Source: an optimization exercise on an open RTL-to-GDS flow (aim: small area). Production flows keep margins and buffers that such runs may drop.
At most, simulation tests tie the RTL to the original design; equivalence was not proved.
Power and IR drop assume default switching activity. No driver is modelled on the clock port, so clocking that relies on it looks cheaper here than on a real chip.

== alpha ==
Design CNx8, start of the top module:
module CNx8 # (
	parameter DATA_W = 32,
	parameter PIPE_DEPTH = 2
)(
	input wire          			clk,
	input wire          			rst,
	input wire  [7:0]         		InputValid,
	input wire  [DATA_W*8-1:0]   	InDestVid,
	input wire  [DATA_W*8-1:0]   	InUpdate,
	output wire [DATA_W*8-1:0]   	OutUpdate,
	output wire [DATA_W*8-1:0]  	OutDestVid,
	output wire [7:0]  				OutValid
);
==> flow/config.mk <==
export PLATFORM = sky130hd
export DESIGN_NAME = CNx8
export DESIGN_NICKNAME = CNx8
export VERILOG_FILES = /design/flow/design.v
export SDC_FILE = /design/flow/constraint.sdc
export NUM_CORES = 4
export LEC_CHECK = 0
export CAP_MARGIN = 20
export CORE_MARGIN = 2
export CORE_UTILIZATION = 60
export CTS_BUF_LIST = sky130_fd_sc_hd__clkbuf_4 sky130_fd_sc_hd__clkbuf_8
export PLACE_DENSITY = 0.72
export SLEW_MARGIN = 20
==> flow/constraint.sdc <==
create_clock -name core_clock -period 10.0 [get_ports {clk}]
set_input_delay 2.0000 -clock core_clock [delete_from_list [all_inputs] [get_ports {clk}]]
set_output_delay 2.0000 -clock core_clock [all_outputs]
set_load 0.01 [all_outputs]
run.sh (not shown) runs the stock make flow with config.mk's settings and CLKGATE_MAP_FILE= SYNTH_SCRIPT=/design/flow/synth_recipe.tcl, a recipe that flattens the netlist after the stock synthesis.
alpha: PASS, flow complete, no timing, DRC or antenna violations
The inputs of beta differ from those of alpha as listed below.
# alpha
export LEC_CHECK = 0
export CAP_MARGIN = 20
export CORE_MARGIN = 2
export CORE_UTILIZATION = 60
export CTS_BUF_LIST = sky130_fd_sc_hd__clkbuf_4 sky130_fd_sc_hd__clkbuf_8
export PLACE_DENSITY = 0.72
export SLEW_MARGIN = 20
create_clock -name core_clock -period 10.0 [get_ports {clk}]
# beta
export LEC_CHECK = 0
export CAP_MARGIN = 20
export CORE_MARGIN = 2
export CORE_UTILIZATION = 60
export PLACE_DENSITY = 0.72
export SLEW_MARGIN = 20
create_clock -name core_clock -period 10.0 [get_ports {clk}]
==> comparison <==
- Taking alpha as the reference point, the worst setup slack of beta falls by 0.087 ns.
- Compared with alpha, beta shows a via-per-instance ratio that is about 1.7% higher.
- Sort beta and alpha by fraction of power spent switching nets, ascending, and beta comes first.
- Going from alpha to beta, first-iteration detailed-routing DRC count grows by 640.
- Every stage of beta finished as expected; the final checks, on the other hand, flagged antenna violations, which means the layout fails.
Function was not checked in any run of this note: the RTL went through the layout flow alone.


old:
CNx8, a different RTL version from the one above (not shown whole).
Size in the first run: about 6300 flip-flops, about 1000 I/O pins.
make LEC_CHECK=0 CAP_MARGIN=20 CORE_MARGIN=2 CORE_UTILIZATION=55 CTS_BUF_LIST=sky130_fd_sc_hd__clkbuf_16 CTS_CLUSTER_DIAMETER=80 CTS_CLUSTER_SIZE=32 PLACE_DENSITY=0.65 SLEW_MARGIN=20 finish   # period 10.0 ns
Input-level comparison between new and old:
- a deleted CTS_CLUSTER_SIZE that had been 32
- a deleted CTS_BUF_LIST that had been sky130_fd_sc_hd__clkbuf_16
- a deleted CTS_CLUSTER_DIAMETER that had been 80
==> flow/flow/run.sh (new file) <==
#!/bin/bash
set -euo pipefail
bash standard.sh \
  "BUFFER_PORTS_ARGS=-buffer_cell sky130_fd_sc_hd__buf_1" \
  "CTS_ARGS=-sink_clustering_enable -repair_clock_nets -dont_use_dummy_load -buf_list sky130_fd_sc_hd__clkbuf_16 -sink_clustering_size 32 -sink_clustering_max_diameter 80" \
  finish > flow_make.log 2>&1
==> flow/standard.sh (new file) <==
#!/bin/bash
# synth_recipe.tcl (not shown) runs the flow's synth.tcl, then flattens the netlist and writes it again
# the make line also repeats each setting of config.mk as NAME=value (left out here)
make -C /OpenROAD-flow-scripts/flow DESIGN_CONFIG=/design/flow/config.mk WORK_HOME=/design/flow/orfs CLKGATE_MAP_FILE= SYNTH_SCRIPT=/design/flow/synth_recipe.tcl "${@:-finish}"
removed: flow/run.sh
In the tables for new and old, sum of routed wire length over all layers reads higher with new.
Highest-delay cell along the critical path = buf_4: old; highest-delay cell along the critical path = a211oi_1: new
new vs. old: wire length on met2 level, met1 capacity usage during global routing level, combined global-route utilization of all metal layers level, critical path depth moved up.


v37:
CNx8, a different RTL version from the one above (not shown whole).
Size in the first run: roughly 15000 cells after synthesis, ~6300 flip-flops, roughly 1000 I/O pins, roughly 200000 um^2 of cells after synthesis.
clock: 10.0 ns
lec_check: 0
cap_margin: 20
core_margin: 2
core_utilization: 65
place_density: 0.75
slew_margin: 20
standard.sh (not shown) runs the stock make flow with config.mk's settings and CLKGATE_MAP_FILE= SYNTH_SCRIPT=/design/flow/synth_recipe.tcl, a recipe that flattens the netlist after the stock synthesis.
==> flow/flow/run.sh <==
#!/bin/bash
set -euo pipefail
bash standard.sh \
  "BUFFER_PORTS_ARGS=-buffer_cell sky130_fd_sc_hd__buf_1" \
  "CTS_ARGS=-sink_clustering_enable -repair_clock_nets -dont_use_dummy_load -buf_list sky130_fd_sc_hd__clkbuf_16 -sink_clustering_size 30 -sink_clustering_max_diameter 70" \
  finish > flow_make.log 2>&1
[inputs] v9 vs v37
Settings: PLACE_DENSITY changed from 0.75 to 0.65; CORE_UTILIZATION changed from 65 to 55.
==> flow/flow/run.sh <==
#!/bin/bash
set -euo pipefail
bash standard.sh \
  "BUFFER_PORTS_ARGS=-buffer_cell sky130_fd_sc_hd__buf_1" \
  "CTS_ARGS=-sink_clustering_enable -repair_clock_nets -dont_use_dummy_load -buf_list sky130_fd_sc_hd__clkbuf_16 -sink_clustering_size 32 -sink_clustering_max_diameter 80" \
  finish > flow_make.log 2>&1
### Flow results
[compare] base=v37 new=v9: ratio of total power to cell area fell 3.4 nW/um^2; hold slack fell 0.024 ns; data arrival time of the critical path rose 0.05 ns; reported net switching power fell 0.70%. Where global-route wire length before repair is concerned, v37 is outperformed by v9. Summary of v9 over v37: clock network power consumption fell about 5%; design area about even. Well-tap cell count, v9 vs v37: up by more than 10%. Core util | v9 vs v37 | v9 lower. Number of global-route vias before repair (v9 vs. v37) decreases by a few percent.

re-timing with driven ports:
How much do the figures lean on ideal ports? The routed layouts below were timed once more, with nothing changed but the port constraints. Step 1 sets driving cells, clkbuf_16 on the clock port and buf_2 on the other inputs (assumed; they add their load-dependent delay and slew). Step 2 times the ports against the registers' clock, not the clock port: input delays grow and output delays shrink by t, the midpoint of the rising clock arrivals with the driver on. Slacks: no drivers / after step 1 / after step 2; pairs: no drivers / after step 1.
| run | t, ns | setup slack, ns | worst setup path at the end | worst register clock-pin slew, ns | worst data-port slew with drivers (ns) |
|---|---|---|---|---|---|
| alpha | 1.361 | 1.156 / 1.156 / 1.070 | input to register | 0.07 / 0.07 | 0.18 |
| beta | 1.126 | 1.069 / 1.069 / 1.064 | input to register | 0.07 / 0.07 | 0.17 |
| old | 1.099 | 0.564 / 0.564 / 0.564 | register to register | 0.12 / 0.12 | 0.26 |
| new | 1.054 | 0.435 / 0.435 / 0.435 | register to register | 0.12 / 0.12 | 0.27 |
| v37 | 1.008 | 1.236 / 1.236 / 1.236 | register to register | 0.11 / 0.11 | 0.26 |
| v9 | 1.073 | 1.242 / 1.242 / 1.242 | register to register | 0.12 / 0.12 | 0.28 |
The setup slack of alpha, which loses most, moves by 0.000 ns with the drivers and by -0.086 ns with both steps.
